What follows belongs to an exercise in optimizing a design on an open flow for small area and a short achievable clock period; a production flow would make more cautious choices.
In this exercise RTL edits were held to simulation tests only and were not proved equivalent to the original.

== alpha ==
==> flow/design.v (excerpt) <==
module Float8Mac16_3stage #(
    parameter int unsigned N_WAY  = 16,
    parameter int unsigned PADBIT = 10
)(
    input  logic               clk,
    input  logic               rst_n,
    input  logic [8*N_WAY-1:0] din_X,
    input  logic [8*N_WAY-1:0] din_W,
    input  logic               din_valid,
    output logic [15:0]        dout,
    output logic               dout_valid
);
Size in the first run: ~6500 cells after synthesis, ~540 flip-flops, roughly 280 I/O pins, roughly 49000 sq um of cells after synthesis.
clock: 44.0 ns
lec_check: 0
abc_area: 1
cap_margin: 20
core_margin: 2
core_utilization: 60
cts_buf_list: sky130_fd_sc_hd__clkbuf_16
cts_cluster_diameter: 120
cts_cluster_size: 32
place_density: 0.75
slew_margin: 20
buffer_ports_args: -buffer_cell sky130_fd_sc_hd__buf_2
standard.sh (not shown) runs the stock make flow with config.mk's settings and CLKGATE_MAP_FILE= SYNTH_SCRIPT=/design/flow/synth_recipe.tcl, a recipe that flattens the netlist after the stock synthesis.
==> flow/flow/run.sh <==
#!/bin/bash
# The standard layout, with the port buffers made of sky130_fd_sc_hd__buf_2
# instead of the cell buffer_ports picks by default (clkdlybuf4s50_1, a delay cell).
set -euo pipefail
echo 'export BUFFER_PORTS_ARGS = -buffer_cell sky130_fd_sc_hd__buf_2' >> config.mk
bash standard.sh > flow.log 2>&1
#### Input delta (delta over alpha)
- CTS_CLUSTER_DIAMETER changed from 120 to 100
- CORE_UTILIZATION changed from 60 to 40
- CTS_CLUSTER_SIZE changed from 32 to 24
- PLACE_DENSITY changed from 0.75 to 0.6
==> run summary <==
On fmax, alpha and delta are neck and neck.
Summary: with alpha as the reference, cell count after placement in delta moved up by a little under 10%.
Delta (delta minus alpha): multi-input gate area in the final layout ~0 delta, clock period minus worst slack ~0 delta.
In the metrics for alpha and delta, the one carrying the lower share of cells above drive strength 1 is alpha.

* * *

Setup of job 9809:
Float8Mac16_3stage, a different RTL version from the one above (not shown whole).
For scale: about 6600 cells after synthesis, roughly 280 I/O pins, roughly 49000 um2 of cells after synthesis.
==> flow/design.v (excerpt) <==
module Float8Mac16_3stage #(
    parameter int unsigned N_WAY  = 16,
    parameter int unsigned PADBIT = 10
)(
    input  logic               clk,
    input  logic               rst_n,
    input  logic [8*N_WAY-1:0] din_X,
    input  logic [8*N_WAY-1:0] din_W,
    input  logic               din_valid,
    output logic [15:0]        dout,
    output logic               dout_valid
);
==> flow/config.mk <==
export PLATFORM = sky130hd
export DESIGN_NAME = Float8Mac16_3stage
export DESIGN_NICKNAME = Float8Mac16_3stage
export VERILOG_FILES = /design/flow/design.v
export SDC_FILE = /design/flow/constraint.sdc
export NUM_CORES = 4
export LEC_CHECK = 0
export ABC_AREA = 1
export CAP_MARGIN = 20
export CORE_MARGIN = 2
export CORE_UTILIZATION = 40
export CTS_BUF_LIST = sky130_fd_sc_hd__clkbuf_16
export CTS_CLUSTER_DIAMETER = 120
export CTS_CLUSTER_SIZE = 32
export PLACE_DENSITY = 0.6
export SLEW_MARGIN = 20
export BUFFER_PORTS_ARGS = -buffer_cell sky130_fd_sc_hd__buf_2
==> flow/constraint.sdc <==
create_clock -name core_clock -period 44.0 [get_ports {clk}]
set_input_delay 8.8000 -clock core_clock [delete_from_list [all_inputs] [get_ports {clk}]]
set_output_delay 8.8000 -clock core_clock [all_outputs]
set_load 0.01 [all_outputs]
Scripts as last shown in full above: flow/flow/run.sh
diff inputs: job 9809 => job 7653
# job 9809
export LEC_CHECK = 0
export ABC_AREA = 1
export CAP_MARGIN = 20
export CORE_MARGIN = 2
export CORE_UTILIZATION = 40
export CTS_BUF_LIST = sky130_fd_sc_hd__clkbuf_16
export CTS_CLUSTER_DIAMETER = 120
export CTS_CLUSTER_SIZE = 32
export PLACE_DENSITY = 0.6
export SLEW_MARGIN = 20
export BUFFER_PORTS_ARGS = -buffer_cell sky130_fd_sc_hd__buf_2
create_clock -name core_clock -period 44.0 [get_ports {clk}]
# job 7653
export LEC_CHECK = 0
export ABC_AREA = 1
export CAP_MARGIN = 20
export CORE_MARGIN = 2
export CORE_UTILIZATION = 60
export PLACE_DENSITY = 0.75
export SLEW_MARGIN = 20
export BUFFER_PORTS_ARGS = -buffer_cell sky130_fd_sc_hd__buf_2
create_clock -name core_clock -period 44.0 [get_ports {clk}]
[summary]
- Job 7653: full flow OK, the timing, DRC and antenna checks passed
- Area of placed instances on job 7653 is down relative to job 9809.
- Looking at global-route wire length before repair across both flows, job 7653 is the stronger of the two, with job 9809 trailing.
- Status: final period utilization parity (job 7653, job 9809)
- Job 7653 against job 9809; die width is down by more than 10%.
- Compared with job 9809, in job 7653 wire length went down 2.0%.

* * *

## wip/amber
Starting RTL as in the previous note.
export LEC_CHECK = 0
export ABC_AREA = 1
export CAP_MARGIN = 20
export CORE_MARGIN = 2
export CORE_UTILIZATION = 40
export CTS_BUF_LIST = sky130_fd_sc_hd__clkbuf_8
export CTS_CLUSTER_DIAMETER = 60
export CTS_CLUSTER_SIZE = 16
export PLACE_DENSITY = 0.6
export SLEW_MARGIN = 20
export BUFFER_PORTS_ARGS = -buffer_cell sky130_fd_sc_hd__buf_2
create_clock -name core_clock -period 44.0 [get_ports {clk}]
Scripts as last shown in full above: flow/flow/run.sh
wip/amber completed every stage of the flow, and the final layout passed the timing, DRC and antenna checks.
The inputs of wip/sierra differ from those of wip/amber as listed below.
# wip/amber
export LEC_CHECK = 0
export ABC_AREA = 1
export CAP_MARGIN = 20
export CORE_MARGIN = 2
export CORE_UTILIZATION = 40
export CTS_BUF_LIST = sky130_fd_sc_hd__clkbuf_8
export CTS_CLUSTER_DIAMETER = 60
export CTS_CLUSTER_SIZE = 16
export PLACE_DENSITY = 0.6
export SLEW_MARGIN = 20
export BUFFER_PORTS_ARGS = -buffer_cell sky130_fd_sc_hd__buf_2
create_clock -name core_clock -period 44.0 [get_ports {clk}]
# wip/sierra
export LEC_CHECK = 0
export ABC_AREA = 1
export CAP_MARGIN = 20
export CORE_MARGIN = 2
export CORE_UTILIZATION = 40
export PLACE_DENSITY = 0.6
export SLEW_MARGIN = 20
export BUFFER_PORTS_ARGS = -buffer_cell sky130_fd_sc_hd__buf_2
create_clock -name core_clock -period 44.0 [get_ports {clk}]
Notes after the runs:
- wip/amber leaves less setup margin than wip/sierra.
- Between wip/sierra and wip/amber, the difference in global-route usage is negligible.
- Reported for wip/sierra and wip/amber, number of hold violations in the final report turned out identical to the last digit.

[static timing again, ports no longer ideal]
The results above use ideal ports. As a check the final layouts listed here were re-extracted and re-timed, cells and wires unchanged. Step 1: set_driving_cell puts a clkbuf_16 on clk and a buf_2 on each other input, an assumption about the parent block. Step 2, shift: input delay + t, output delay - t, t = (earliest + latest rising clock arrival at the registers) / 2. This alone moves slack from input paths to output paths. Three values: ideal ports, drivers, drivers and shift; two values: the first two.
run | t (ns) | setup slack, ns | cell pins on the clock port's net
alpha | 0.689 | 34.054 / 33.986 / 33.881 | 1
delta | 0.695 | 34.054 / 33.984 / 33.769 | 1
job 9809 | 0.724 | 34.056 / 33.977 / 33.856 | 1
job 7653 | 0.704 | 34.071 / 33.998 / 33.717 | 1
wip/amber | 0.810 | 33.976 / 33.901 / 33.843 | 1
wip/sierra | 0.725 | 34.076 / 33.996 / 33.840 | 1
After both steps every run listed still meets setup and hold. For job 7653, which loses most, drivers alone change the setup slack by -0.073 ns; drivers and shift together by -0.354 ns.
